This design comes from an exercise in tuning for small area, a short achievable clock period and few clock cycles per item on the open sky130 flow, not from production work.
In this exercise RTL edits were held to simulation tests only and were not proved equivalent to the original.

`design/flow/design.v`:
```
module fp_carpma(
    input clk_i, rst_i, en_i,
    input [31:0] x1_i, x2_i,
    output [31:0] sonuc_o,
    output done_o
    );
  wire zero = ~|x1_i | ~|x2_i;
  wire [23:0] ma = {1'b1, x1_i[22:0]};
  wire [23:0] mb = {1'b1, x2_i[22:0]};
  reg [1:0] cnt_q;           
  reg [28:0] s_q, c_q;     
  reg cy_q;                  
  reg [7:0] e_q;
  reg sg_q;
  reg z_q;
  wire run = en_i & ~rst_i;
  wire hold = cnt_q[1];
  wire c0 = ~cnt_q[1] & ~cnt_q[0];
  wire c1 = cnt_q[0];
  wire [29:0] r1 = {s_q, cy_q} + {c_q, cy_q};
  wire [24:0] ra = r1[29:5];
  wire [36:0] rin = ({12'd0, ra} & {37{c1}}) | ({ra, 12'd0} & {37{hold}});
  wire [12:0] lx = {mb[11:0], 1'b0};
  wire [12:0] hx = {mb[23:12], 1'b0};
  wire [5:0] ng, one, two;
  wire q11 = (mb[11] & c0) | (mb[23] & c1);
  genvar g;
  generate for (g = 0; g < 6; g = g + 1) begin : bd
    wire l0 = lx[2*g], l1 = lx[2*g+1], l2 = lx[2*g+2];
    wire h0 = hx[2*g], h1 = hx[2*g+1], h2 = hx[2*g+2];
    assign ng[g] = (l2 & c0) | (h2 & c1);
    assign one[g] = ((l1 ^ l0) & c0) | ((h1 ^ h0) & c1);
    assign two[g] = (((l2 & ~l1 & ~l0) | (~l2 & l1 & l0)) & c0) |
                    (((h2 & ~h1 & ~h0) | (~h2 & h1 & h0)) & c1);
  end endgenerate
  wire [24:0] bp0 = (({1'b0, ma} & {25{one[0]}}) | ({ma, 1'b0} & {25{two[0]}})) ^ {25{ng[0]}};
  wire [24:0] bp1 = (({1'b0, ma} & {25{one[1]}}) | ({ma, 1'b0} & {25{two[1]}})) ^ {25{ng[1]}};
  wire [24:0] bp2 = (({1'b0, ma} & {25{one[2]}}) | ({ma, 1'b0} & {25{two[2]}})) ^ {25{ng[2]}};
  wire [24:0] bp3 = (({1'b0, ma} & {25{one[3]}}) | ({ma, 1'b0} & {25{two[3]}})) ^ {25{ng[3]}};
  wire [24:0] bp4 = (({1'b0, ma} & {25{one[4]}}) | ({ma, 1'b0} & {25{two[4]}})) ^ {25{ng[4]}};
  wire [24:0] bp5 = (({1'b0, ma} & {25{one[5]}}) | ({ma, 1'b0} & {25{two[5]}})) ^ {25{ng[5]}};
  wire [23:0] pr = ma & {24{q11}};
  wire fs0 = rin[1] ^ ng[0] ^ bp0[0];
  wire fc0 = (rin[1] & ng[0]) | (rin[1] & bp0[0]) | (ng[0] & bp0[0]);
  wire fs1 = rin[3] ^ ng[1] ^ bp0[2];
  wire fc1 = (rin[3] & ng[1]) | (rin[3] & bp0[2]) | (ng[1] & bp0[2]);
  wire fs2 = rin[4] ^ bp0[3] ^ bp1[1];
  wire fc2 = (rin[4] & bp0[3]) | (rin[4] & bp1[1]) | (bp0[3] & bp1[1]);
  wire fs3 = rin[5] ^ ng[2] ^ bp0[4];
  wire fc3 = (rin[5] & ng[2]) | (rin[5] & bp0[4]) | (ng[2] & bp0[4]);
  wire fs4 = rin[6] ^ bp0[5] ^ bp1[3];
  wire fc4 = (rin[6] & bp0[5]) | (rin[6] & bp1[3]) | (bp0[5] & bp1[3]);
  wire fs5 = rin[7] ^ ng[3] ^ bp0[6];
  wire fc5 = (rin[7] & ng[3]) | (rin[7] & bp0[6]) | (ng[3] & bp0[6]);
  wire fs6 = bp1[4] ^ bp2[2] ^ bp3[0];
  wire fc6 = (bp1[4] & bp2[2]) | (bp1[4] & bp3[0]) | (bp2[2] & bp3[0]);
  wire hs0 = rin[8] ^ bp0[7];
  wire hc0 = rin[8] & bp0[7];
  wire fs7 = rin[9] ^ ng[4] ^ bp0[8];
  wire fc7 = (rin[9] & ng[4]) | (rin[9] & bp0[8]) | (ng[4] & bp0[8]);
  wire hs1 = rin[10] ^ bp0[9];
  wire hc1 = rin[10] & bp0[9];
  wire fs8 = rin[11] ^ ng[5] ^ bp0[10];
  wire fc8 = (rin[11] & ng[5]) | (rin[11] & bp0[10]) | (ng[5] & bp0[10]);
  wire hs2 = bp1[8] ^ bp2[6];
  wire hc2 = bp1[8] & bp2[6];
  wire fs9 = rin[12] ^ bp0[11] ^ bp1[9];
  wire fc9 = (rin[12] & bp0[11]) | (rin[12] & bp1[9]) | (bp0[11] & bp1[9]);
  wire hs3 = bp2[7] ^ bp3[5];
  wire hc3 = bp2[7] & bp3[5];
  wire fs10 = rin[13] ^ pr[0] ^ bp0[12];
  wire fc10 = (rin[13] & pr[0]) | (rin[13] & bp0[12]) | (pr[0] & bp0[12]);
  wire fs11 = bp1[10] ^ bp2[8] ^ bp3[6];
  wire fc11 = (bp1[10] & bp2[8]) | (bp1[10] & bp3[6]) | (bp2[8] & bp3[6]);
  wire fs12 = rin[14] ^ pr[1] ^ bp0[13];
  wire fc12 = (rin[14] & pr[1]) | (rin[14] & bp0[13]) | (pr[1] & bp0[13]);
  wire fs13 = bp1[11] ^ bp2[9] ^ bp3[7];
  wire fc13 = (bp1[11] & bp2[9]) | (bp1[11] & bp3[7]) | (bp2[9] & bp3[7]);
  wire fs14 = rin[15] ^ pr[2] ^ bp0[14];
  wire fc14 = (rin[15] & pr[2]) | (rin[15] & bp0[14]) | (pr[2] & bp0[14]);
  wire fs15 = bp1[12] ^ bp2[10] ^ bp3[8];
  wire fc15 = (bp1[12] & bp2[10]) | (bp1[12] & bp3[8]) | (bp2[10] & bp3[8]);
  wire fs16 = rin[16] ^ pr[3] ^ bp0[15];
  wire fc16 = (rin[16] & pr[3]) | (rin[16] & bp0[15]) | (pr[3] & bp0[15]);
  wire fs17 = bp1[13] ^ bp2[11] ^ bp3[9];
  wire fc17 = (bp1[13] & bp2[11]) | (bp1[13] & bp3[9]) | (bp2[11] & bp3[9]);
  wire fs18 = rin[17] ^ pr[4] ^ bp0[16];
  wire fc18 = (rin[17] & pr[4]) | (rin[17] & bp0[16]) | (pr[4] & bp0[16]);
  wire fs19 = bp1[14] ^ bp2[12] ^ bp3[10];
  wire fc19 = (bp1[14] & bp2[12]) | (bp1[14] & bp3[10]) | (bp2[12] & bp3[10]);
  wire fs20 = rin[18] ^ pr[5] ^ bp0[17];
  wire fc20 = (rin[18] & pr[5]) | (rin[18] & bp0[17]) | (pr[5] & bp0[17]);
  wire fs21 = bp1[15] ^ bp2[13] ^ bp3[11];
  wire fc21 = (bp1[15] & bp2[13]) | (bp1[15] & bp3[11]) | (bp2[13] & bp3[11]);
  wire fs22 = rin[19] ^ pr[6] ^ bp0[18];
  wire fc22 = (rin[19] & pr[6]) | (rin[19] & bp0[18]) | (pr[6] & bp0[18]);
  wire fs23 = bp1[16] ^ bp2[14] ^ bp3[12];
  wire fc23 = (bp1[16] & bp2[14]) | (bp1[16] & bp3[12]) | (bp2[14] & bp3[12]);
  wire fs24 = rin[20] ^ pr[7] ^ bp0[19];
  wire fc24 = (rin[20] & pr[7]) | (rin[20] & bp0[19]) | (pr[7] & bp0[19]);
  wire fs25 = bp1[17] ^ bp2[15] ^ bp3[13];
  wire fc25 = (bp1[17] & bp2[15]) | (bp1[17] & bp3[13]) | (bp2[15] & bp3[13]);
  wire fs26 = rin[21] ^ pr[8] ^ bp0[20];
  wire fc26 = (rin[21] & pr[8]) | (rin[21] & bp0[20]) | (pr[8] & bp0[20]);
  wire fs27 = bp1[18] ^ bp2[16] ^ bp3[14];
  wire fc27 = (bp1[18] & bp2[16]) | (bp1[18] & bp3[14]) | (bp2[16] & bp3[14]);
  wire fs28 = rin[22] ^ pr[9] ^ bp0[21];
  wire fc28 = (rin[22] & pr[9]) | (rin[22] & bp0[21]) | (pr[9] & bp0[21]);
  wire fs29 = bp1[19] ^ bp2[17] ^ bp3[15];
  wire fc29 = (bp1[19] & bp2[17]) | (bp1[19] & bp3[15]) | (bp2[17] & bp3[15]);
  wire fs30 = rin[23] ^ pr[10] ^ bp0[22];
  wire fc30 = (rin[23] & pr[10]) | (rin[23] & bp0[22]) | (pr[10] & bp0[22]);
  wire fs31 = bp1[20] ^ bp2[18] ^ bp3[16];
  wire fc31 = (bp1[20] & bp2[18]) | (bp1[20] & bp3[16]) | (bp2[18] & bp3[16]);
  wire fs32 = rin[24] ^ pr[11] ^ bp0[23];
  wire fc32 = (rin[24] & pr[11]) | (rin[24] & bp0[23]) | (pr[11] & bp0[23]);
  wire fs33 = bp1[21] ^ bp2[19] ^ bp3[17];
  wire fc33 = (bp1[21] & bp2[19]) | (bp1[21] & bp3[17]) | (bp2[19] & bp3[17]);
  wire fs34 = rin[25] ^ pr[12] ^ bp0[24];
  wire fc34 = (rin[25] & pr[12]) | (rin[25] & bp0[24]) | (pr[12] & bp0[24]);
  wire fs35 = bp1[22] ^ bp2[20] ^ bp3[18];
  wire fc35 = (bp1[22] & bp2[20]) | (bp1[22] & bp3[18]) | (bp2[20] & bp3[18]);
  wire fs36 = 1'b1 ^ rin[26] ^ pr[13];
  wire fc36 = (1'b1 & rin[26]) | (1'b1 & pr[13]) | (rin[26] & pr[13]);
  wire fs37 = ~ng[0] ^ bp1[23] ^ bp2[21];
  wire fc37 = (~ng[0] & bp1[23]) | (~ng[0] & bp2[21]) | (bp1[23] & bp2[21]);
  wire hs4 = bp3[19] ^ bp4[17];
  wire hc4 = bp3[19] & bp4[17];
  wire fs38 = 1'b1 ^ rin[27] ^ pr[14];
  wire fc38 = (1'b1 & rin[27]) | (1'b1 & pr[14]) | (rin[27] & pr[14]);
  wire fs39 = bp1[24] ^ bp2[22] ^ bp3[20];
  wire fc39 = (bp1[24] & bp2[22]) | (bp1[24] & bp3[20]) | (bp2[22] & bp3[20]);
  wire hs5 = bp4[18] ^ bp5[16];
  wire hc5 = bp4[18] & bp5[16];
  wire fs40 = rin[28] ^ pr[15] ^ ~ng[1];
  wire fc40 = (rin[28] & pr[15]) | (rin[28] & ~ng[1]) | (pr[15] & ~ng[1]);
  wire fs41 = bp2[23] ^ bp3[21] ^ bp4[19];
  wire fc41 = (bp2[23] & bp3[21]) | (bp2[23] & bp4[19]) | (bp3[21] & bp4[19]);
  wire fs42 = 1'b1 ^ rin[29] ^ pr[16];
  wire fc42 = (1'b1 & rin[29]) | (1'b1 & pr[16]) | (rin[29] & pr[16]);
  wire hs6 = bp2[24] ^ bp3[22];
  wire hc6 = bp2[24] & bp3[22];
  wire fs43 = rin[30] ^ pr[17] ^ ~ng[2];
  wire fc43 = (rin[30] & pr[17]) | (rin[30] & ~ng[2]) | (pr[17] & ~ng[2]);
  wire hs7 = 1'b1 ^ rin[31];
  wire hc7 = 1'b1 & rin[31];
  wire fs44 = rin[2] ^ bp0[1] ^ fc0;
  wire fc44 = (rin[2] & bp0[1]) | (rin[2] & fc0) | (bp0[1] & fc0);
  wire fs45 = bp1[2] ^ bp2[0] ^ fc2;
  wire fc45 = (bp1[2] & bp2[0]) | (bp1[2] & fc2) | (bp2[0] & fc2);
  wire fs46 = bp2[1] ^ fc3 ^ fs4;
  wire fc46 = (bp2[1] & fc3) | (bp2[1] & fs4) | (fc3 & fs4);
  wire fs47 = fc4 ^ fs5 ^ fs6;
  wire fc47 = (fc4 & fs5) | (fc4 & fs6) | (fs5 & fs6);
  wire fs48 = bp1[5] ^ bp2[3] ^ bp3[1];
  wire fc48 = (bp1[5] & bp2[3]) | (bp1[5] & bp3[1]) | (bp2[3] & bp3[1]);
  wire hs8 = hs0 ^ fc5;
  wire hc8 = hs0 & fc5;
  wire fs49 = bp1[6] ^ bp2[4] ^ bp3[2];
  wire fc49 = (bp1[6] & bp2[4]) | (bp1[6] & bp3[2]) | (bp2[4] & bp3[2]);
  wire fs50 = bp4[0] ^ hc0 ^ fs7;
  wire fc50 = (bp4[0] & hc0) | (bp4[0] & fs7) | (hc0 & fs7);
  wire fs51 = bp1[7] ^ bp2[5] ^ bp3[3];
  wire fc51 = (bp1[7] & bp2[5]) | (bp1[7] & bp3[3]) | (bp2[5] & bp3[3]);
  wire fs52 = bp4[1] ^ hs1 ^ fc7;
  wire fc52 = (bp4[1] & hs1) | (bp4[1] & fc7) | (hs1 & fc7);
  wire fs53 = bp3[4] ^ bp4[2] ^ bp5[0];
  wire fc53 = (bp3[4] & bp4[2]) | (bp3[4] & bp5[0]) | (bp4[2] & bp5[0]);
  wire fs54 = hc1 ^ hs2 ^ fs8;
  wire fc54 = (hc1 & hs2) | (hc1 & fs8) | (hs2 & fs8);
  wire fs55 = bp4[3] ^ bp5[1] ^ hc2;
  wire fc55 = (bp4[3] & bp5[1]) | (bp4[3] & hc2) | (bp5[1] & hc2);
  wire fs56 = hs3 ^ fc8 ^ fs9;
  wire fc56 = (hs3 & fc8) | (hs3 & fs9) | (fc8 & fs9);
  wire fs57 = bp4[4] ^ bp5[2] ^ hc3;
  wire fc57 = (bp4[4] & bp5[2]) | (bp4[4] & hc3) | (bp5[2] & hc3);
  wire fs58 = fc9 ^ fs10 ^ fs11;
  wire fc58 = (fc9 & fs10) | (fc9 & fs11) | (fs10 & fs11);
  wire fs59 = bp4[5] ^ bp5[3] ^ fc10;
  wire fc59 = (bp4[5] & bp5[3]) | (bp4[5] & fc10) | (bp5[3] & fc10);
  wire fs60 = fc11 ^ fs12 ^ fs13;
  wire fc60 = (fc11 & fs12) | (fc11 & fs13) | (fs12 & fs13);
  wire fs61 = bp4[6] ^ bp5[4] ^ fc12;
  wire fc61 = (bp4[6] & bp5[4]) | (bp4[6] & fc12) | (bp5[4] & fc12);
  wire fs62 = fc13 ^ fs14 ^ fs15;
  wire fc62 = (fc13 & fs14) | (fc13 & fs15) | (fs14 & fs15);
  wire fs63 = bp4[7] ^ bp5[5] ^ fc14;
  wire fc63 = (bp4[7] & bp5[5]) | (bp4[7] & fc14) | (bp5[5] & fc14);
  wire fs64 = fc15 ^ fs16 ^ fs17;
  wire fc64 = (fc15 & fs16) | (fc15 & fs17) | (fs16 & fs17);
  wire fs65 = bp4[8] ^ bp5[6] ^ fc16;
  wire fc65 = (bp4[8] & bp5[6]) | (bp4[8] & fc16) | (bp5[6] & fc16);
  wire fs66 = fc17 ^ fs18 ^ fs19;
  wire fc66 = (fc17 & fs18) | (fc17 & fs19) | (fs18 & fs19);
  wire fs67 = bp4[9] ^ bp5[7] ^ fc18;
  wire fc67 = (bp4[9] & bp5[7]) | (bp4[9] & fc18) | (bp5[7] & fc18);
  wire fs68 = fc19 ^ fs20 ^ fs21;
  wire fc68 = (fc19 & fs20) | (fc19 & fs21) | (fs20 & fs21);
  wire fs69 = bp4[10] ^ bp5[8] ^ fc20;
  wire fc69 = (bp4[10] & bp5[8]) | (bp4[10] & fc20) | (bp5[8] & fc20);
  wire fs70 = fc21 ^ fs22 ^ fs23;
  wire fc70 = (fc21 & fs22) | (fc21 & fs23) | (fs22 & fs23);
  wire fs71 = bp4[11] ^ bp5[9] ^ fc22;
  wire fc71 = (bp4[11] & bp5[9]) | (bp4[11] & fc22) | (bp5[9] & fc22);
  wire fs72 = fc23 ^ fs24 ^ fs25;
  wire fc72 = (fc23 & fs24) | (fc23 & fs25) | (fs24 & fs25);
  wire fs73 = bp4[12] ^ bp5[10] ^ fc24;
  wire fc73 = (bp4[12] & bp5[10]) | (bp4[12] & fc24) | (bp5[10] & fc24);
  wire fs74 = fc25 ^ fs26 ^ fs27;
  wire fc74 = (fc25 & fs26) | (fc25 & fs27) | (fs26 & fs27);
  wire fs75 = bp4[13] ^ bp5[11] ^ fc26;
  wire fc75 = (bp4[13] & bp5[11]) | (bp4[13] & fc26) | (bp5[11] & fc26);
  wire fs76 = fc27 ^ fs28 ^ fs29;
  wire fc76 = (fc27 & fs28) | (fc27 & fs29) | (fs28 & fs29);
  wire fs77 = bp4[14] ^ bp5[12] ^ fc28;
  wire fc77 = (bp4[14] & bp5[12]) | (bp4[14] & fc28) | (bp5[12] & fc28);
  wire fs78 = fc29 ^ fs30 ^ fs31;
  wire fc78 = (fc29 & fs30) | (fc29 & fs31) | (fs30 & fs31);
  wire fs79 = bp4[15] ^ bp5[13] ^ fc30;
  wire fc79 = (bp4[15] & bp5[13]) | (bp4[15] & fc30) | (bp5[13] & fc30);
  wire fs80 = fc31 ^ fs32 ^ fs33;
  wire fc80 = (fc31 & fs32) | (fc31 & fs33) | (fs32 & fs33);
  wire fs81 = bp4[16] ^ bp5[14] ^ fc32;
  wire fc81 = (bp4[16] & bp5[14]) | (bp4[16] & fc32) | (bp5[14] & fc32);
  wire fs82 = fc33 ^ fs34 ^ fs35;
  wire fc82 = (fc33 & fs34) | (fc33 & fs35) | (fs34 & fs35);
  wire fs83 = bp5[15] ^ fs36 ^ hs4;
  wire fc83 = (bp5[15] & fs36) | (bp5[15] & hs4) | (fs36 & hs4);
  wire fs84 = fc34 ^ fc35 ^ fs37;
  wire fc84 = (fc34 & fc35) | (fc34 & fs37) | (fc35 & fs37);
  wire fs85 = fc36 ^ hc4 ^ fs38;
  wire fc85 = (fc36 & hc4) | (fc36 & fs38) | (hc4 & fs38);
  wire fs86 = hs5 ^ fc37 ^ fs39;
  wire fc86 = (hs5 & fc37) | (hs5 & fs39) | (fc37 & fs39);
  wire fs87 = bp5[17] ^ fc38 ^ hc5;
  wire fc87 = (bp5[17] & fc38) | (bp5[17] & hc5) | (fc38 & hc5);
  wire fs88 = fs40 ^ fc39 ^ fs41;
  wire fc88 = (fs40 & fc39) | (fs40 & fs41) | (fc39 & fs41);
  wire fs89 = bp4[20] ^ bp5[18] ^ fc40;
  wire fc89 = (bp4[20] & bp5[18]) | (bp4[20] & fc40) | (bp5[18] & fc40);
  wire fs90 = fs42 ^ hs6 ^ fc41;
  wire fc90 = (fs42 & hs6) | (fs42 & fc41) | (hs6 & fc41);
  wire fs91 = bp3[23] ^ bp4[21] ^ bp5[19];
  wire fc91 = (bp3[23] & bp4[21]) | (bp3[23] & bp5[19]) | (bp4[21] & bp5[19]);
  wire fs92 = fc42 ^ hc6 ^ fs43;
  wire fc92 = (fc42 & hc6) | (fc42 & fs43) | (hc6 & fs43);
  wire fs93 = hs7 ^ pr[18] ^ bp3[24];
  wire fc93 = (hs7 & pr[18]) | (hs7 & bp3[24]) | (pr[18] & bp3[24]);
  wire fs94 = bp4[22] ^ bp5[20] ^ fc43;
  wire fc94 = (bp4[22] & bp5[20]) | (bp4[22] & fc43) | (bp5[20] & fc43);
  wire fs95 = rin[32] ^ hc7 ^ pr[19];
  wire fc95 = (rin[32] & hc7) | (rin[32] & pr[19]) | (hc7 & pr[19]);
  wire fs96 = ~ng[3] ^ bp4[23] ^ bp5[21];
  wire fc96 = (~ng[3] & bp4[23]) | (~ng[3] & bp5[21]) | (bp4[23] & bp5[21]);
  wire fs97 = 1'b1 ^ rin[33] ^ pr[20];
  wire fc97 = (1'b1 & rin[33]) | (1'b1 & pr[20]) | (rin[33] & pr[20]);
  wire hs9 = bp4[24] ^ bp5[22];
  wire hc9 = bp4[24] & bp5[22];
  wire fs98 = rin[34] ^ pr[21] ^ ~ng[4];
  wire fc98 = (rin[34] & pr[21]) | (rin[34] & ~ng[4]) | (pr[21] & ~ng[4]);
  wire hs10 = 1'b1 ^ rin[35];
  wire hc10 = 1'b1 & rin[35];
  wire fs99 = bp1[0] ^ fs1 ^ fc44;
  wire fc99 = (bp1[0] & fs1) | (bp1[0] & fc44) | (fs1 & fc44);
  wire hs11 = fc6 ^ fs48;
  wire hc11 = fc6 & fs48;
  wire fs100 = fc48 ^ fs49 ^ hc8;
  wire fc100 = (fc48 & fs49) | (fc48 & hc8) | (fs49 & hc8);
  wire fs101 = fc49 ^ fs51 ^ fc50;
  wire fc101 = (fc49 & fs51) | (fc49 & fc50) | (fs51 & fc50);
  wire fs102 = fc51 ^ fs53 ^ fc52;
  wire fc102 = (fc51 & fs53) | (fc51 & fc52) | (fs53 & fc52);
  wire fs103 = fc53 ^ fs55 ^ fc54;
  wire fc103 = (fc53 & fs55) | (fc53 & fc54) | (fs55 & fc54);
  wire fs104 = fc55 ^ fs57 ^ fc56;
  wire fc104 = (fc55 & fs57) | (fc55 & fc56) | (fs57 & fc56);
  wire fs105 = fc57 ^ fc58 ^ fs59;
  wire fc105 = (fc57 & fc58) | (fc57 & fs59) | (fc58 & fs59);
  wire fs106 = fc59 ^ fc60 ^ fs61;
  wire fc106 = (fc59 & fc60) | (fc59 & fs61) | (fc60 & fs61);
  wire fs107 = fc61 ^ fc62 ^ fs63;
  wire fc107 = (fc61 & fc62) | (fc61 & fs63) | (fc62 & fs63);
  wire fs108 = fc63 ^ fc64 ^ fs65;
  wire fc108 = (fc63 & fc64) | (fc63 & fs65) | (fc64 & fs65);
  wire fs109 = fc65 ^ fc66 ^ fs67;
  wire fc109 = (fc65 & fc66) | (fc65 & fs67) | (fc66 & fs67);
  wire fs110 = fc67 ^ fc68 ^ fs69;
  wire fc110 = (fc67 & fc68) | (fc67 & fs69) | (fc68 & fs69);
  wire fs111 = fc69 ^ fc70 ^ fs71;
  wire fc111 = (fc69 & fc70) | (fc69 & fs71) | (fc70 & fs71);
  wire fs112 = fc71 ^ fc72 ^ fs73;
  wire fc112 = (fc71 & fc72) | (fc71 & fs73) | (fc72 & fs73);
  wire fs113 = fc73 ^ fc74 ^ fs75;
  wire fc113 = (fc73 & fc74) | (fc73 & fs75) | (fc74 & fs75);
  wire fs114 = fc75 ^ fc76 ^ fs77;
  wire fc114 = (fc75 & fc76) | (fc75 & fs77) | (fc76 & fs77);
  wire fs115 = fc77 ^ fc78 ^ fs79;
  wire fc115 = (fc77 & fc78) | (fc77 & fs79) | (fc78 & fs79);
  wire fs116 = fc79 ^ fc80 ^ fs81;
  wire fc116 = (fc79 & fc80) | (fc79 & fs81) | (fc80 & fs81);
  wire fs117 = fs83 ^ fc81 ^ fc82;
  wire fc117 = (fs83 & fc81) | (fs83 & fc82) | (fc81 & fc82);
  wire fs118 = fc83 ^ fs85 ^ fc84;
  wire fc118 = (fc83 & fs85) | (fc83 & fc84) | (fs85 & fc84);
  wire fs119 = fc85 ^ fs87 ^ fc86;
  wire fc119 = (fc85 & fs87) | (fc85 & fc86) | (fs87 & fc86);
  wire fs120 = fc87 ^ fs89 ^ fc88;
  wire fc120 = (fc87 & fs89) | (fc87 & fc88) | (fs89 & fc88);
  wire fs121 = fs91 ^ fc89 ^ fs92;
  wire fc121 = (fs91 & fc89) | (fs91 & fs92) | (fc89 & fs92);
  wire fs122 = fc91 ^ fs93 ^ fc92;
  wire fc122 = (fc91 & fs93) | (fc91 & fc92) | (fs93 & fc92);
  wire fs123 = fs95 ^ fc93 ^ fs96;
  wire fc123 = (fs95 & fc93) | (fs95 & fs96) | (fc93 & fs96);
  wire fs124 = fc95 ^ fs97 ^ hs9;
  wire fc124 = (fc95 & fs97) | (fc95 & hs9) | (fs97 & hs9);
  wire fs125 = bp5[23] ^ fc97 ^ hc9;
  wire fc125 = (bp5[23] & fc97) | (bp5[23] & hc9) | (fc97 & hc9);
  wire fs126 = hs10 ^ pr[22] ^ bp5[24];
  wire fc126 = (hs10 & pr[22]) | (hs10 & bp5[24]) | (pr[22] & bp5[24]);
  wire fs127 = rin[36] ^ hc10 ^ pr[23];
  wire fc127 = (rin[36] & hc10) | (rin[36] & pr[23]) | (hc10 & pr[23]);
  wire fs128 = fc1 ^ fs2 ^ fc99;
  wire fc128 = (fc1 & fs2) | (fc1 & fc99) | (fs2 & fc99);
  wire hs12 = fs3 ^ fs45;
  wire hc12 = fs3 & fs45;
  wire hs13 = fc45 ^ fs46;
  wire hc13 = fc45 & fs46;
  wire hs14 = fc46 ^ fs47;
  wire hc14 = fc46 & fs47;
  wire fs129 = hs8 ^ hs11 ^ fc47;
  wire fc129 = (hs8 & hs11) | (hs8 & fc47) | (hs11 & fc47);
  wire fs130 = hc11 ^ fs50 ^ fs100;
  wire fc130 = (hc11 & fs50) | (hc11 & fs100) | (fs50 & fs100);
  wire fs131 = fs52 ^ fc100 ^ fs101;
  wire fc131 = (fs52 & fc100) | (fs52 & fs101) | (fc100 & fs101);
  wire fs132 = fs54 ^ fc101 ^ fs102;
  wire fc132 = (fs54 & fc101) | (fs54 & fs102) | (fc101 & fs102);
  wire fs133 = fs56 ^ fc102 ^ fs103;
  wire fc133 = (fs56 & fc102) | (fs56 & fs103) | (fc102 & fs103);
  wire fs134 = fs58 ^ fc103 ^ fs104;
  wire fc134 = (fs58 & fc103) | (fs58 & fs104) | (fc103 & fs104);
  wire fs135 = fs60 ^ fc104 ^ fs105;
  wire fc135 = (fs60 & fc104) | (fs60 & fs105) | (fc104 & fs105);
  wire fs136 = fs62 ^ fc105 ^ fs106;
  wire fc136 = (fs62 & fc105) | (fs62 & fs106) | (fc105 & fs106);
  wire fs137 = fs64 ^ fc106 ^ fs107;
  wire fc137 = (fs64 & fc106) | (fs64 & fs107) | (fc106 & fs107);
  wire fs138 = fs66 ^ fc107 ^ fs108;
  wire fc138 = (fs66 & fc107) | (fs66 & fs108) | (fc107 & fs108);
  wire fs139 = fs68 ^ fc108 ^ fs109;
  wire fc139 = (fs68 & fc108) | (fs68 & fs109) | (fc108 & fs109);
  wire fs140 = fs70 ^ fc109 ^ fs110;
  wire fc140 = (fs70 & fc109) | (fs70 & fs110) | (fc109 & fs110);
  wire fs141 = fs72 ^ fc110 ^ fs111;
  wire fc141 = (fs72 & fc110) | (fs72 & fs111) | (fc110 & fs111);
  wire fs142 = fs74 ^ fc111 ^ fs112;
  wire fc142 = (fs74 & fc111) | (fs74 & fs112) | (fc111 & fs112);
  wire fs143 = fs76 ^ fc112 ^ fs113;
  wire fc143 = (fs76 & fc112) | (fs76 & fs113) | (fc112 & fs113);
  wire fs144 = fs78 ^ fc113 ^ fs114;
  wire fc144 = (fs78 & fc113) | (fs78 & fs114) | (fc113 & fs114);
  wire fs145 = fs80 ^ fc114 ^ fs115;
  wire fc145 = (fs80 & fc114) | (fs80 & fs115) | (fc114 & fs115);
  wire fs146 = fs82 ^ fc115 ^ fs116;
  wire fc146 = (fs82 & fc115) | (fs82 & fs116) | (fc115 & fs116);
  wire fs147 = fs84 ^ fc116 ^ fs117;
  wire fc147 = (fs84 & fc116) | (fs84 & fs117) | (fc116 & fs117);
  wire fs148 = fs86 ^ fc117 ^ fs118;
  wire fc148 = (fs86 & fc117) | (fs86 & fs118) | (fc117 & fs118);
  wire fs149 = fs88 ^ fc118 ^ fs119;
  wire fc149 = (fs88 & fc118) | (fs88 & fs119) | (fc118 & fs119);
  wire fs150 = fs90 ^ fc119 ^ fs120;
  wire fc150 = (fs90 & fc119) | (fs90 & fs120) | (fc119 & fs120);
  wire fs151 = fc90 ^ fs121 ^ fc120;
  wire fc151 = (fc90 & fs121) | (fc90 & fc120) | (fs121 & fc120);
  wire fs152 = fs94 ^ fc121 ^ fs122;
  wire fc152 = (fs94 & fc121) | (fs94 & fs122) | (fc121 & fs122);
  wire fs153 = fc94 ^ fs123 ^ fc122;
  wire fc153 = (fc94 & fs123) | (fc94 & fc122) | (fs123 & fc122);
  wire fs154 = fc96 ^ fs124 ^ fc123;
  wire fc154 = (fc96 & fs124) | (fc96 & fc123) | (fs124 & fc123);
  wire fs155 = fs98 ^ fc124 ^ fs125;
  wire fc155 = (fs98 & fc124) | (fs98 & fs125) | (fc124 & fs125);
  wire fs156 = fc98 ^ fs126 ^ fc125;
  wire fc156 = (fc98 & fs126) | (fc98 & fc125) | (fs126 & fc125);
  wire fs157 = ~ng[5] ^ fs127 ^ fc126;
  wire fc157 = (~ng[5] & fs127) | (~ng[5] & fc126) | (fs127 & fc126);
  wire [36:0] ts = {fs157, fc155, fs155, fs154, fc152, fs152, fc150, fc149, fc148, fc147, fc146, fc145, fc144, fc143, fc142, fc141, fc140, fc139, fc138, fc137, fc136, fc135, fc134, fc133, fc132, fc131, fc130, fc129, hc14, hc13, hc12, hs12, fs128, fs99, fs44, fs0, rin[0]};
  wire [36:0] tc = {fc156, fs156, fc154, fc153, fs153, fc151, fs151, fs150, fs149, fs148, fs147, fs146, fs145, fs144, fs143, fs142, fs141, fs140, fs139, fs138, fs137, fs136, fs135, fs134, fs133, fs132, fs131, fs130, fs129, hs14, hs13, fc128, 1'b0, 1'b0, 1'b0, 1'b0, 1'b0};
  wire [8:0] lo_sum = ts[7:0] + tc[7:0];
  always @(posedge clk_i) begin
    cnt_q <= run ? (hold ? cnt_q : cnt_q + 2'd1) : 2'd0;
    s_q <= ts[36:8];
    c_q <= tc[36:8];
    cy_q <= lo_sum[8];
    e_q <= x1_i[30:23] + x2_i[30:23] + 8'd129;
    sg_q <= x1_i[31] ^ x2_i[31];
    z_q <= zero;
  end
  wire [22:0] man = ra[24] ? ra[23:1] : ra[22:0];
  wire [7:0] e_inc = e_q + 8'd1;
  wire [7:0] e = ra[24] ? e_inc : e_q;
  assign sonuc_o = {sg_q, e, man} & {32{~z_q}};
  assign done_o = hold;
endmodule
```
`design/flow/flow/run.sh`:
```
#!/bin/bash
set -uo pipefail
export BUFFER_PORTS_ARGS="-buffer_cell sky130_fd_sc_hd__buf_1"
export SYNTH_ARGS="-noabc"
bash standard.sh > flow.log 2>&1
```
`design/flow/standard.sh`:
```
#!/bin/bash
# synth_recipe.tcl (not shown) runs the flow's synth.tcl, then flattens the netlist and writes it again
# the make line also repeats each setting of config.mk as NAME=value (left out here)
make -C /OpenROAD-flow-scripts/flow DESIGN_CONFIG=/design/flow/config.mk WORK_HOME=/design/flow/orfs CLKGATE_MAP_FILE= SYNTH_SCRIPT=/design/flow/synth_recipe.tcl "${@:-finish}"
```
`design/flow/config.mk`:
```
export PLATFORM = sky130hd
export DESIGN_NAME = fp_carpma
export DESIGN_NICKNAME = fp_carpma
export VERILOG_FILES = /design/flow/design.v
export SDC_FILE = /design/flow/constraint.sdc
export NUM_CORES = 4
export LEC_CHECK = 0
export ABC_AREA = 1
export CAP_MARGIN = 20
export CORE_MARGIN = 2
export CORE_UTILIZATION = 40
export SETUP_SLACK_MARGIN = 5
export SLEW_MARGIN = 20
```
`design/flow/constraint.sdc`:
```
create_clock -name core_clock -period 10.0 [get_ports {clk_i}]
set_input_delay 2.0000 -clock core_clock [delete_from_list [all_inputs] [get_ports {clk_i}]]
set_output_delay 2.0000 -clock core_clock [all_outputs]
set_load 0.01 [all_outputs]
```
==> flow_summary.yaml, run 1 <==
finish:
  final_cell_mix: "252 x nand2_1, 157 x inv_1, 149 x xor2_1, 124 x fa_1, 111 x o22ai_1"
  multi_input_area_um2: 9340
  final_common_cell: "nand2_1"
  register_area_um2: 1420
  finalNetCount: 1816
  drive_gt1_share_pct: 14.2
  syn_to_final_growth_pct: 17.6
  fin_cells: 1918
  finalInstanceArea_um2: 13200
  postLayoutCoreUtil_pct: 47.7
  n_antenna_cell: 0
  fillers: 2670
logic_synthesis:
  synth_edf_count: 0
  avgSynthCellArea_um2: 7.80
  async_flop_share_pct: 0
  synth_cell_types: 41
  yosys_warnings: 1
  netlist_instances: 1443
  ys_ff_latch: 71
  yosysTopAreaCellShare_pct: 26.5
  synth_area_leaders: "fa_1 27%, dfxtp_1 13%, xor2_1 12%"
  syn_nets: 1724
  ys_seq_area_share_pct: 12.6
  synth_top_area_cell: "fa_1"
  syn_area_um2: 11200
  ys.flop_type: "dfxtp_1"
worst_setup_path:
  worst-path-max-fanout: 6
  critical_path_class: "input pin to flip-flop"
  cp-start-kind: "input pin"
  required_ns: 10.22
  arrival_ns: 5.25
  crit_path_end_kind: "flip-flop"
sta:
  tightest_slew_ns: 0.831
  rsz0062_at_grt: "true"
  fin_ws_ns: 4.97
  tns_ns: 0
  setup_viol: 0
  final_max_slew_viol_count: 0
  timing.hold.ws_ns: 0.805
  fin_crit_ns: 5.03
  fin_skew_ns: 0.00802
  fin_crit_sh_pct: 50.3
  max_slew_margin_pct: 44.2
  hold_viol: 0
  max_freq_mhz: 199
floorplanning:
  die_area_um2: 29500
  start_util_pct: 40.6
  ios: 100
  num_rows: 61
  dieHeight_um: 172
  core_area_um2: 27700
  fp.dieW_um: 172
clock_network:
  cts_sinks: 71
  clkLatencyLatePin_ns: 0.34
  cts.clk_slew.worst_paths_ns: 0.05
  clockRootBuffer: "clkbuf_16"
  htreeDepth: 3
  cts_tree: "yes"
  cts_buffers: 9
  cts_buffer_depth: 2
routing:
  drc: 0
  first_pass_iters: 6
  routed_wl_mm: 38.5
  viasPerCell: 5.51
  dr_total_vias: 10600
  ant_nets: 0
  drtIter0Drc: 956
  wire_per_inst_um: 20.1
grt:
  grtUsageMet3_pct: 5.29
  grt.met1_usage_pct: 35.5
  top_usage_layer: "met2"
  grt.met2_usage_pct: 41.5
  grtUsageTotal_pct: 26.3
  grt_pass1_vias: 10400
  antenna_found_initial: 0
  grt-ovfl-total: 0
  grt_max_degree: 36
  grt_pass1_wl_mm: 58.8
worst_hold_path:
  hp-class: "flip-flop to flip-flop"
placement:
  hpwl_mm: 28.3
  portBuffers: 99
  place.gp.congestion: 0.937
  dp.cells: 1850
  placed_area_um2: 11800
  pre_cts_slack_ns: 4.21
status:
  status: "no timing/DRC/antenna violations"
flow_run:
  drv_cap: 0
-- flip-flops by register name (all words and copies together), names as in the netlist --
signal	count
z_q	1
c_q	29
s_q	29
cy_q	1
cnt_q	2
e_q	8
sg_q	1
-- final timing paths --
path         slack [ns]  cells past startpoint        to     start
max                4.97                     11   c_q[10]  x2_i[16]
min                0.81                      3  cnt_q[0]  cnt_q[0]
max reg2reg        5.15                     14      cy_q  cnt_q[0]
min reg2reg        0.81                      3  cnt_q[0]  cnt_q[0]
-- worst max-delay path: stages --
cell and delay, ns:
clkbuf_2 0.13, nor2_2 0.13, o21ai_0 0.12, nand2_2 0.21
clkinvlp_4 0.28, o22ai_2 0.29, xor2_2 0.23, fa_2 0.49
fa_2 0.39, fa_2 0.55, fa_2 0.41
-- repair_timing --
item / 4_1_cts / 5_1_grt
setup buffers: 33 / 11
pin swaps: 16 / 50
hold buffers: 0 / 0
cloned: 8 / 0
gates resized for setup: 52 / 132
setup endpoints to repair: 55 / 72
-- logic make-up after synthesis --
kind of cell               share of synthesized area [%]
and+or+nand+nor                                     17.3
AOI/OAI and AO/OA                                   13.9
buffers and inverters                               8.98
adders and majority gates                           33.7
xor gates and xnor gates                            13.5
DFF                                                 12.6
-- Yosys cell counts (7+ instances only) --
| cell | n |
|---|---|
| o21ai_1 | 8 |
| o21ai_0 | 27 |
| o21bai_1 | 7 |
| xor2_1 | 159 |
| clkbuf_1 | 51 |
| buf_2 | 18 |
| o22ai_1 | 142 |
| nor3_1 | 13 |
| fa_1 | 149 |
| nor2_1 | 112 |
| nor4_1 | 13 |
| nand2_1 | 261 |
| inv_1 | 175 |
| ha_1 | 65 |
| xnor2_1 | 14 |
| a21oi_1 | 61 |
| nand3_1 | 35 |
| nand4_1 | 15 |
| dfxtp_1 | 71 |
-- cell type report --
class / instances / area share, %
sequential: 71 / 10.7
multi-input combinational: 1116 / 70.6
inverter: 177 / 5.39
clock buffer: 9 / 1.70
timing repair buffer: 152 / 6.81
timing repair inverter: 8 / 0.454
tap: 378 / 3.58
clock inverter: 7 / 0.738
-- metal layers --
| layer | vias up | routed length (um) |
|---|---|---|
| met5 | - | 0 |
| met4 | 0 | 1370 |
| met3 | 101 | 3210 |
| met2 | 494 | 17500 |
| met1 | 5078 | 16500 |
| li1 | 4890 | - |
Testbench counts, summed over its fixed seeds: cycles 7,192, items 2,400.
==> inputs of run 2 (changes only) <==
--- a/design/flow/config.mk
+++ b/design/flow/config.mk
@@ -5,7 +5,6 @@
 export SDC_FILE = /design/flow/constraint.sdc
 export NUM_CORES = 4
 export LEC_CHECK = 0
-export ABC_AREA = 1
 export CAP_MARGIN = 20
 export CORE_MARGIN = 2
 export CORE_UTILIZATION = 40
==> flow_summary.yaml, run 2 <==
logic_synthesis:
  synth_cell_types: 60
  synth.top_cells.by_count: "170 x xnor2_1, 149 x fa_1, 137 x a22oi_1, 97 x nand2_1, 71 x dfxtp_1"
  syn_nets: 1439
  synth_top_area_cell: "fa_1"
  syn_area_um2: 10700
  yosysMostFrequentCell: "xnor2_1"
  synth_area_leaders: "fa_1 28%, xnor2_1 14%, dfxtp_1 13%"
  ys_seq_area_share_pct: 13.3
  yosysTopAreaCellShare_pct: 27.8
  yosys_warnings: 1
  ys_ff_latch: 71
  synth_edf_count: 0
  async_flop_share_pct: 0
  avgSynthCellArea_um2: 9.25
  ys.flop_type: "dfxtp_1"
  netlist_instances: 1158
clock_network:
  cts_tree: "yes"
  cts.clk_slew.worst_paths_ns: 0.06
  hold_buffers: 0
  clkLatencyLatePin_ns: 0.36
  cts_buffers: 9
  cts_buffer_depth: 2
  cts_sinks: 71
  clockRootBuffer: "clkbuf_16"
  htreeDepth: 3
finish:
  final_cell_mix: "162 x xnor2_1, 137 x fa_1, 129 x a22oi_1, 96 x nand2_1, 66 x dfxtp_1"
  finalNetCount: 1526
  drive_gt1_share_pct: 17.8
  final_common_cell: "xnor2_1"
  syn_to_final_growth_pct: 19.9
  reg_top3: "c_q: 29 flops, s_q: 29 flops, e_q: 8 flops"
  fillers: 2475
  finalInstanceArea_um2: 12800
routing:
  drc: 0
  routed_wl_mm: 38.0
  viasPerCell: 6.11
  dr_total_vias: 9683
  first_pass_iters: 6
  wire_per_inst_um: 24.0
  ant_nets: 0
  drtIter0Drc: 912
sta:
  fin_skew_ns: 0.0126
  rsz0062_at_grt: "true"
  hold_viol: 0
  fin_crit_ns: 5.23
  fin_crit_sh_pct: 52.3
  setup_viol: 0
  max_freq_mhz: 191
  final_max_slew_viol_count: 0
  tns_ns: 0
  max_slew_margin_pct: 34.3
  tightest_slew_ns: 0.985
placement:
  hpwl_mm: 25.6
  portBuffers: 99
  placed_area_um2: 11300
  place.gp.congestion: 0.872
floorplanning:
  start_util_pct: 40.9
  core_area_um2: 26200
  num_rows: 59
  fp.dieW_um: 168
  dieHeight_um: 168
  ios: 100
  die_area_um2: 28100
grt:
  grt_pass1_wl_mm: 55.5
  grtUsageTotal_pct: 26.0
  antenna_found_initial: 1
  grt-ovfl-total: 0
  grt_pass1_vias: 9343
  grt_max_degree: 49
worst_setup_path:
  critical_path_class: "flip-flop to output port"
  r2r_start: "c_q[6]"
  critPathLaunch: "s_q[24]"
  cp-start-kind: "flip-flop"
  worst-path-max-fanout: 8
  required_ns: 8.00
  arrival_ns: 3.23
  crit_path_end_kind: "output port"
flow_run:
  drv_cap: 0
status:
  status: "no timing/DRC/antenna violations"
worst_hold_path:
  hold_path.startpoint: "cnt_q[1]"
  hp-class: "flip-flop to flip-flop"
==> run 2: logic make-up after synthesis <==
group	Yosys count	synth area share (%)
fa+ha+maj	214	35.4
buf+inv	136	4.81
simple gates	246	11.0
flops	71	13.3
compound gates	301	20.0
xor+xnor	189	15.4
mux	1	0.0934
==> run 2: area by class of cell <==
| type | instances | area (um2) | area share, % |
|---|---|---|---|
| antenna | 1 | 2.50 | 0.0195 |
| clock inverter | 7 | 80.1 | 0.623 |
| inverter | 50 | 203 | 1.58 |
| tap | 335 | 419 | 3.26 |
| clock buffer | 9 | 225 | 1.75 |
| multi-input combinational | 957 | 9390 | 73.1 |
| sequential | 71 | 1430 | 11.1 |
| timing repair buffer | 156 | 1100 | 8.54 |
==> run 2: repair_timing <==
| item | CTS | global route |
|---|---|---|
| gates resized for setup | 95 | 106 |
| buffers inserted | 18 | 20 |
| hold endpoints to repair | 0 | 0 |
| endpoints found under the setup margin | 79 | 69 |
| gates cloned | 3 | 7 |
| pin swaps | 26 | 60 |
==> run 2: stage by stage <==
| stage | utilization, % | worst slack [ns] | cells | hold WS (ns) |
|---|---|---|---|---|
| 3_5_place_dp | 43.2 | 4.14 | 1521 | 0.657 |
| 6_report | 49.0 | 4.77 | 1586 | 0.666 |
| 5_1_grt | 49.0 | 4.65 | 1585 | 0.698 |
| 4_1_cts | 46.4 | 4.75 | 1558 | 0.663 |
| 2_1_floorplan | - | 4.96 | 1158 | 0.735 |
| 3_3_place_gp | 43.2 | 4.20 | 1521 | 0.629 |
==> run 2: worst paths after layout <==
kind | depth (start not counted) | endpoint | slack, ns
max | 11 | sonuc_o[6] | 4.77
min | 3 | cnt_q[1] | 0.67
max reg2reg | 14 | c_q[13] | 5.07
min reg2reg | 3 | cnt_q[1] | 0.67
==> run 2: critical path: stages (launching register included) <==
cell	delay (ns)
dfxtp_4	0.36
ha_4	0.26
a21o_1	0.15
a21o_1	0.20
a221o_1	0.35
a221o_2	0.43
a211o_4	0.41
buf_8	0.17
nand2_8	0.10
nand2_1	0.06
a21oi_1	0.20
clkbuf_2	0.16
==> run 2: per-layer routing <==
metal | vias up | share of wire (%) | GRT usage, %
met1 | 4814 | 42 | 35.5
met5 | - | 0.034 | 0
met2 | 543 | 44 | 39.8
met3 | 83 | 10 | 6.88
li1 | 4241 | - | -
met4 | 2 | 3.4 | 9.11
==> inputs of run 3 (changes only) <==
--- a/design/flow/config.mk
+++ b/design/flow/config.mk
@@ -5,8 +5,11 @@
 export SDC_FILE = /design/flow/constraint.sdc
 export NUM_CORES = 4
 export LEC_CHECK = 0
+export ABC_AREA = 1
 export CAP_MARGIN = 20
 export CORE_MARGIN = 2
 export CORE_UTILIZATION = 40
-export SETUP_SLACK_MARGIN = 5
+export CTS_CLUSTER_DIAMETER = 80
+export CTS_CLUSTER_SIZE = 40
+export SETUP_SLACK_MARGIN = 4.75
 export SLEW_MARGIN = 20
==> flow_summary.yaml, run 3 <==
grt:
  grt_pass1_wl_mm: 57.7
  grtUsageTotal_pct: 25.8
  antenna_found_initial: 0
  grt-ovfl-total: 0
  grt.met2_usage_pct: 40.3
  grtUsageMet3_pct: 5.02
  grt.met1_usage_pct: 35.2
  grt_max_degree: 36
  grt_pass1_vias: 10200
  top_usage_layer: "met2"
logic_synthesis:
  syn_nets: 1724
  ys_ff_latch: 71
  ys.flop_type: "dfxtp_1"
  synth_top_area_cell: "fa_1"
  async_flop_share_pct: 0
  syn_area_um2: 11200
  yosysTopAreaCellShare_pct: 26.5
  synth_area_leaders: "fa_1 27%, dfxtp_1 13%, xor2_1 12%"
  synth.top_cells.by_count: "261 x nand2_1, 175 x inv_1, 159 x xor2_1, 149 x fa_1, 142 x o22ai_1"
  yosysMostFrequentCell: "nand2_1"
  avgSynthCellArea_um2: 7.80
  synth_cell_types: 41
  synth_edf_count: 0
  netlist_instances: 1443
  yosys_warnings: 1
  ys_seq_area_share_pct: 12.6
worst_setup_path:
  critical_path_class: "input pin to flip-flop"
  worst-path-max-fanout: 9
  crit_path_end_kind: "flip-flop"
  arrival_ns: 5.35
  required_ns: 10.22
  cp-start-kind: "input pin"
sta:
  max_freq_mhz: 195
  setup_viol: 0
  rsz0062_at_grt: "true"
  hold_viol: 0
  fin_crit_sh_pct: 51.3
  tns_ns: 0
  max_slew_margin_pct: 43.8
  fin_skew_ns: 0.00805
  timing.hold.ws_ns: 0.796
  tightest_slew_ns: 0.840
  fin_crit_ns: 5.13
  final_max_slew_viol_count: 0
routing:
  viasPerCell: 5.49
  routed_wl_mm: 37.8
  first_pass_iters: 7
  ant_nets: 0
  dr_total_vias: 10500
  wire_per_inst_um: 19.9
  drtIter0Drc: 1000
  drc: 0
clock_network:
  cts_buffers: 9
  cts_sinks: 71
  cts_buffer_depth: 2
  hold_buffers: 0
  htreeDepth: 3
  clkLatencyLatePin_ns: 0.34
  cts_tree: "yes"
  cts.clk_slew.worst_paths_ns: 0.06
  clockRootBuffer: "clkbuf_16"
floorplanning:
  ios: 100
  dieHeight_um: 172
  core_area_um2: 27700
  num_rows: 61
  start_util_pct: 40.6
  die_area_um2: 29500
  fp.dieW_um: 172
finish:
  finalNetCount: 1803
  n_antenna_cell: 0
  final_cell_mix: "255 x nand2_1, 163 x inv_1, 158 x xor2_1, 146 x fa_1, 140 x o22ai_1"
  drive_gt1_share_pct: 7.14
  syn_to_final_growth_pct: 11.8
  postLayoutCoreUtil_pct: 45.4
  final_common_cell: "nand2_1"
  reg_top3: "c_q: 29 flops, s_q: 29 flops, e_q: 8 flops"
placement:
  portBuffers: 99
  place.gp.congestion: 0.937
  hpwl_mm: 28.3
flow_run:
  drv_cap: 0
status:
  status: "no timing/DRC/antenna violations"
worst_hold_path:
  hp-class: "flip-flop to flip-flop"
run 3: cell count changes in the layout (fill, tap and decap cells not counted), moves of 12 or more:
| cell | previous run | this run |
|---|---|---|
| o22ai_1 | 2 | 140 |
| nor2_1 | 39 | 111 |
| buf_1 | 61 | 95 |
| xor2_1 | 18 | 158 |
| and2_1 | 25 | 3 |
| nand2_1 | 96 | 255 |
| a22o_1 | 12 | 0 |
| inv_1 | 45 | 163 |
| nand3_1 | 8 | 35 |
| buf_2 | 22 | 0 |
| a22oi_1 | 129 | 1 |
| xnor2_1 | 162 | 14 |
| a21oi_1 | 40 | 60 |
| clkinvlp_4 | 1 | 19 |
run 3: worst max-delay path: stages:
cell        delay, ns
buf_1            0.16
inv_1            0.12
nor2_1           0.13
o21ai_0          0.12
nand2_2          0.20
clkinvlp_4       0.28
o22ai_1          0.25
xor2_1           0.21
fa_1             0.46
fa_1             0.47
fa_1             0.54
fa_1             0.40
run 3: cell type report:
| class | instances | area [um2] |
|---|---|---|
| timing repair inverter | 8 | 60.1 |
| sequential | 71 | 1420 |
| fill | 2741 | 15100 |
| clock buffer | 9 | 225 |
| inverter | 177 | 701 |
| timing repair buffer | 139 | 714 |
| tap | 378 | 473 |
| multi-input combinational | 1116 | 8890 |
| clock inverter | 7 | 97.6 |
run 3: metal layers:
| layer | vias up | part of all wire, % |
|---|---|---|
| met2 | 494 | 45 |
| met5 | - | 0 |
| met4 | 0 | 3.8 |
| li1 | 4866 | - |
| met3 | 102 | 8.1 |
| met1 | 4988 | 43 |
run 3: cell families after synthesis:
group           synth area share [%]
flops                           12.6
fa+ha+maj                       33.7
buf+inv                         8.98
xor+xnor                        13.5
simple gates                    17.3
compound gates                  13.9
run 3: worst paths after layout:
| kind | endpoint | from | slack [ns] | depth (start not counted) |
|---|---|---|---|---|
| worst min-delay path | cnt_q[0] | cnt_q[0] | 0.80 | 3 |
| worst max-delay path | c_q[20] | x2_i[15] | 4.87 | 12 |
| worst max register to register | cy_q | cnt_q[0] | 5.11 | 14 |
| worst min register to register | cnt_q[0] | cnt_q[0] | 0.80 | 3 |
run 3: metrics by stage:
| step | std cells | setup WS, ns | instance area, um2 |
|---|---|---|---|
| finish | 1905 | 4.87 | 12600 |
| floorplan | 1443 | 5.04 | 11200 |
| global route | 1905 | 4.72 | 12600 |
| detailed placement | 1850 | 4.21 | 11800 |
| CTS | 1889 | 4.77 | 12400 |
| global placement | 1850 | 4.28 | 11800 |
run 3: repair_timing:
item,CTS,global route
cloned,5,3
hold endpoints to repair,0,0
setup endpoints to repair,44,45
pin swaps,0,9
resized for setup,18,22
buffers inserted,18,13
==> inputs of run 4 (changes only) <==
==> design/flow/config.mk (replaced) <==
export PLATFORM = sky130hd
export DESIGN_NAME = fp_carpma
export DESIGN_NICKNAME = fp_carpma
export VERILOG_FILES = /design/flow/design.v
export SDC_FILE = /design/flow/constraint.sdc
export NUM_CORES = 4
export LEC_CHECK = 0
export ABC_AREA = 1
export CAP_MARGIN = 0
export CORE_MARGIN = 2
export CORE_UTILIZATION = 40
export SETUP_SLACK_MARGIN = 4.75
export SLEW_MARGIN = 0
==> flow_summary.yaml, run 4 <==
status:
  status: "no timing/DRC/antenna violations"
clock_network:
  cts_buffer_depth: 2
  cts_tree: "yes"
  cts_buffers: 9
  clkLatencyLatePin_ns: 0.34
  clockRootBuffer: "clkbuf_16"
  hold_buffers: 0
  cts_sinks: 71
  cts.clk_slew.worst_paths_ns: 0.06
  htreeDepth: 3
sta:
  max_slew_margin_pct: 43.8
  timing.hold.ws_ns: 0.796
  fin_crit_sh_pct: 51.3
  tightest_slew_ns: 0.840
  final_max_slew_viol_count: 0
  fin_crit_ns: 5.13
  setup_viol: 0
  hold_viol: 0
  fin_ws_ns: 4.87
  fin_skew_ns: 0.00805
  tns_ns: 0
  rsz0062_at_grt: "true"
  max_freq_mhz: 195
logic_synthesis:
  synth_edf_count: 0
  yosys_warnings: 1
  yosysMostFrequentCell: "nand2_1"
  netlist_instances: 1443
  ys.flop_type: "dfxtp_1"
  ys_seq_area_share_pct: 12.6
  synth_cell_types: 41
  synth_top_area_cell: "fa_1"
  synth_area_leaders: "fa_1 27%, dfxtp_1 13%, xor2_1 12%"
  async_flop_share_pct: 0
  syn_nets: 1724
  avgSynthCellArea_um2: 7.80
  synth.top_cells.by_count: "261 x nand2_1, 175 x inv_1, 159 x xor2_1, 149 x fa_1, 142 x o22ai_1"
  yosysTopAreaCellShare_pct: 26.5
  syn_area_um2: 11200
  ys_ff_latch: 71
floorplanning:
  ios: 100
  num_rows: 61
  die_area_um2: 29500
  fp.dieW_um: 172
  core_area_um2: 27700
  dieHeight_um: 172
  start_util_pct: 40.6
worst_setup_path:
  reg2reg_depth: 14
  crit_path_end_kind: "flip-flop"
  rr_endpoint: "cy_q"
  cp-start-kind: "input pin"
  max_stage_delay_ns: 0.54
  slowest_stage: "fa_1"
  arrival_ns: 5.35
  r2r_slack_ns: 5.11
  cpMostUsedCell: "fa_1"
  r2r_start: "cnt_q[0]"
  critical_path_class: "input pin to flip-flop"
  required_ns: 10.22
  path_cells: "buf_1 -> inv_1 -> nor2_1 -> o21ai_0 -> nand2_2 -> clkinvlp_4 -> o22ai_1 -> xor2_1 -> fa_1 -> fa_1 -> fa_1 -> fa_1"
  worst-path-max-fanout: 9
finish:
  final_cell_mix: "255 x nand2_1, 163 x inv_1, 158 x xor2_1, 146 x fa_1, 140 x o22ai_1"
  finalNetCount: 1803
  fillers: 2741
  drive_gt1_share_pct: 7.14
  n_antenna_cell: 0
  syn_to_final_growth_pct: 11.8
  final_common_cell: "nand2_1"
  postLayoutCoreUtil_pct: 45.4
  reg_top3: "c_q: 29 flops, s_q: 29 flops, e_q: 8 flops"
routing:
  drc: 0
  first_pass_iters: 7
  viasPerCell: 5.49
  ant_nets: 0
  wire_per_inst_um: 19.9
  routed_wl_mm: 37.8
  dr_total_vias: 10500
  drtIter0Drc: 1000
grt:
  grtUsageTotal_pct: 25.8
  grt_pass1_vias: 10200
  grt-ovfl-total: 0
  grt_max_degree: 36
  grt_pass1_wl_mm: 57.7
  antenna_found_initial: 0
worst_hold_path:
  whs_path_depth: 3
  hold_path.startpoint: "cnt_q[0]"
  whs_endpoint: "cnt_q[0]"
  hp-class: "flip-flop to flip-flop"
placement:
  place.gp.congestion: 0.937
  hpwl_mm: 28.3
  pre_cts_slack_ns: 4.21
  portBuffers: 99
flow_run:
  drv_cap: 0
run 4: per-layer routing:
layer  up-vias  part of all wire (%)  global-route usage [%]
li1       4866                     -                       -
met1      4988                    43                    35.2
met3       102                   8.1                    5.02
met4         0                   3.8                    9.91
met2       494                    45                    40.3
met5         -                     0                       0
run 4: repair_timing:
item,CTS,global route
pin swaps,0,9
endpoints found under the setup margin,44,45
resized for setup,18,22
setup buffers,18,13
gates cloned,5,3
run 4: cells by family after synthesis:
group / synth area share, %
AND/OR/NAND/NOR: 17.3
AO/OA/AOI/OAI: 13.9
flip-flops: 12.6
adder cells (fa/ha/maj): 33.7
XOR/XNOR: 13.5
buffers and inverters: 8.98
run 4: area by class of cell:
class | instances | area [um2] | share of cell area, %
sequential | 71 | 1420 | 11.3
tap | 378 | 473 | 3.76
timing repair buffer | 139 | 714 | 5.68
clock buffer | 9 | 225 | 1.79
multi-input combinational | 1116 | 8890 | 70.6
inverter | 177 | 701 | 5.57
timing repair inverter | 8 | 60.1 | 0.477
clock inverter | 7 | 97.6 | 0.776
run 4: stage by stage:
step                      instances  area [um2]
after floorplan                1443       11200
after global placement         1850       11800
after detailed placement       1850       11800
after CTS                      1889       12400
after global routing           1905       12600
final                          1905       12600
run 4: worst max path at each step:
| stage | cells after the start | to | slack (ns) | startpoint |
|---|---|---|---|---|
| after detailed placement | 13 | c_q[8] | 4.21 | x2_i[5] |
| after global routing | 13 | c_q[10] | 4.72 | x2_i[15] |
| after CTS | 10 | c_q[8] | 4.77 | x2_i[12] |
| after global placement | 10 | c_q[14] | 4.28 | x2_i[12] |
| after floorplan | 13 | c_q[19] | 5.04 | x2_i[5] |
| final | 12 | c_q[20] | 4.87 | x2_i[15] |
run 4: worst max-delay path: cells and delay by family:
kind / cells / cell delay, ns
fa+ha+maj: 4 / 1.87
compound gates: 2 / 0.37
xor+xnor: 1 / 0.21
simple gates: 2 / 0.33
buf+inv: 3 / 0.56
==> inputs of run 5 (changes only) <==
--- a/design/flow/config.mk
+++ b/design/flow/config.mk
@@ -6,8 +6,8 @@
 export NUM_CORES = 4
 export LEC_CHECK = 0
 export ABC_AREA = 1
-export CAP_MARGIN = 0
+export CAP_MARGIN = 20
 export CORE_MARGIN = 2
 export CORE_UTILIZATION = 40
-export SETUP_SLACK_MARGIN = 4.75
-export SLEW_MARGIN = 0
+export SETUP_SLACK_MARGIN = 4.85
+export SLEW_MARGIN = 20
==> flow_summary.yaml, run 5 <==
status:
  status: "no timing/DRC/antenna violations"
logic_synthesis:
  synth.top_cells.by_count: "261 x nand2_1, 175 x inv_1, 159 x xor2_1, 149 x fa_1, 142 x o22ai_1"
  yosysMostFrequentCell: "nand2_1"
  syn_area_um2: 11200
  ys_ff_latch: 71
  yosysTopAreaCellShare_pct: 26.5
  ys_seq_area_share_pct: 12.6
  ys.flop_type: "dfxtp_1"
  async_flop_share_pct: 0
  netlist_instances: 1443
  synth_area_leaders: "fa_1 27%, dfxtp_1 13%, xor2_1 12%"
  synth_cell_types: 41
  avgSynthCellArea_um2: 7.80
  syn_nets: 1724
  synth_edf_count: 0
  synth_top_area_cell: "fa_1"
  yosys_warnings: 1
floorplanning:
  start_util_pct: 40.6
  dieHeight_um: 172
  ios: 100
  core_area_um2: 27700
  die_area_um2: 29500
  fp.dieW_um: 172
  num_rows: 61
clock_network:
  cts_buffer_depth: 2
  clkLatencyLatePin_ns: 0.34
  cts_buffers: 9
  htreeDepth: 3
  cts_tree: "yes"
  cts_sinks: 71
  clockRootBuffer: "clkbuf_16"
  hold_buffers: 0
  cts.clk_slew.worst_paths_ns: 0.06
worst_setup_path:
  slowest_stage: "fa_2"
  worst-path-buf-inv: 4
  required_ns: 10.21
  crit_path_end_kind: "flip-flop"
  arrival_ns: 5.29
  critical_path_class: "input pin to flip-flop"
  path_cells: "clkbuf_2 -> inv_1 -> nor2_2 -> nor2_1 -> o211ai_1 -> nand2_2 -> buf_12 -> clkinvlp_4 -> o22ai_2 -> xor2_1 -> fa_1 -> fa_1 -> fa_2 -> fa_1"
  critPathTopFamily: "adder cells"
  cp-start-kind: "input pin"
  worst-path-max-fanout: 6
  cpMostUsedCell: "fa_1"
  max_stage_delay_ns: 0.55
placement:
  pre_cts_slack_ns: 4.21
  placed_area_um2: 11800
  portBuffers: 99
  hpwl_mm: 28.3
  place.gp.congestion: 0.937
routing:
  dr_total_vias: 10500
  viasPerCell: 5.51
  drc: 0
  first_pass_iters: 5
  wire_per_inst_um: 20.0
  ant_nets: 0
  routed_wl_mm: 38.1
  drtIter0Drc: 963
grt:
  grt_pass1_wl_mm: 58.3
  grt_pass1_vias: 10300
  grt-ovfl-total: 0
  antenna_found_initial: 1
  grt_max_degree: 36
  grtUsageTotal_pct: 26.1
finish:
  drive_gt1_share_pct: 9.29
  finalInstanceArea_um2: 12700
  postLayoutCoreUtil_pct: 46.0
  finalNetCount: 1804
  final_cell_mix: "254 x nand2_1, 162 x inv_1, 156 x xor2_1, 134 x fa_1, 131 x o22ai_1"
  fillers: 2735
  final_common_cell: "nand2_1"
  reg_top3: "c_q: 29 flops, s_q: 29 flops, e_q: 8 flops"
  syn_to_final_growth_pct: 13.2
flow_run:
  drv_cap: 0
worst_hold_path:
  hp-class: "flip-flop to flip-flop"
sta:
  max_slew_margin_pct: 44.5
  final_max_slew_viol_count: 0
  max_freq_mhz: 197
  fin_crit_ns: 5.08
  tns_ns: 0
  setup_viol: 0
  hold_viol: 0
  fin_skew_ns: 0.00815
  fin_ws_ns: 4.92
  tightest_slew_ns: 0.827
  fin_crit_sh_pct: 50.8
  rsz0062_at_grt: "true"
-- run 5: cell counts after synthesis --
Identical to the previous run, type by type.
-- run 5: worst paths after layout --
path	start	end	slack, ns	cells after the start
worst max-delay path	x2_i[5]	c_q[11]	4.92	14
worst min-delay path	cnt_q[1]	s_q[28]	0.80	2
worst min register to register	cnt_q[1]	s_q[28]	0.80	2
worst max register to register	cnt_q[1]	cy_q	5.02	14
-- run 5: what timing repair did --
action / CTS / global route
cloned: 7 / 1
buffers inserted: 25 / 7
hold endpoints to repair: 0 / 0
gates resized for setup: 26 / 53
endpoints found under the setup margin: 46 / 63
pin swaps: 2 / 15
-- run 5: kinds of logic (layout without fill, tap and decap cells) --
group                    count (synthesis)  after routing  synth area share (%)
AND/OR/NAND/NOR                        467            467                  17.3
flip-flops                              71             71                  12.6
buffers and inverters                  256            341                  8.98
XOR/XNOR                               173            173                  13.5
AO/OA/AOI/OAI                          262            262                  13.9
other                                    0              2                     0
adder cells (fa/ha/maj)                214            214                  33.7
-- run 5: cell type report --
type                            instances  area (um2)  share of cell area (%)
Timing Repair Buffer                  140         752                    5.90
Timing Repair inverter                  8        60.1                   0.472
Clock inverter                          7        97.6                   0.766
Tap cell                              378         473                    3.71
Antenna cell                            2        5.00                  0.0393
Sequential cell                        71        1420                    11.2
Multi-Input combinational cell       1116        9000                    70.7
Inverter                              177         702                    5.51
Clock buffer                            9         225                    1.77
-- run 5: routing by layer --
layer	global-route usage (%)	vias to the layer above	share of wire, %
li1	-	4866	-
met1	35.3	5043	43
met2	40.9	506	45
met3	5.06	101	8.1
met4	10.5	0	3.8
met5	0	-	0
-- run 5: worst reg2reg max path, delay by kind of cell (launching register included) --
kind                     cells  cell delay (ns)
AO/OA/AOI/OAI                1             0.15
XOR/XNOR                     1             0.34
adder cells (fa/ha/maj)      5             2.06
buffers and inverters        4             1.26
flip-flops                   1             0.72
AND/OR/NAND/NOR              3             0.32
-- run 5: per-stage QoR --
step	cells	hold slack, ns
after floorplan	1443	0.736
final	1908	0.797
after global placement	1850	0.763
after global routing	1906	0.832
after CTS	1898	0.786
after detailed placement	1850	0.766

[afterwards: timing with drivers on the ports]
In the flow no input, the clock included, has a driving cell. The finished layouts below were timed again as built, in two steps. Step 1 (the two cells are an assumption about what drives the block):
set clk [get_ports {clk_i}]
set_driving_cell -lib_cell sky130_fd_sc_hd__clkbuf_16 $clk
set_driving_cell -lib_cell sky130_fd_sc_hd__buf_2 [delete_from_list [all_inputs] $clk]
Step 2 adds t to the input delays and takes it off the output delays; t is the mean of the earliest and latest rising clock arrival at the registers after step 1. Input paths then give back, and output paths get back, about the clock's delay inside the block. Slacks: ideal ports / drivers / drivers and shift; pairs: ideal ports / drivers.
run	t, ns	setup WS [ns]	pins driven straight from the clock port
run 1	0.384	4.968 / 4.990 / 4.606	1
run 2	0.398	4.767 / 4.721 / 4.692	1
run 3	0.380	4.874 / 4.888 / 4.508	1
run 4	0.380	4.874 / 4.888 / 4.508	1
run 5	0.385	4.924 / 4.949 / 4.564	1
After both steps every run listed still meets setup and hold.
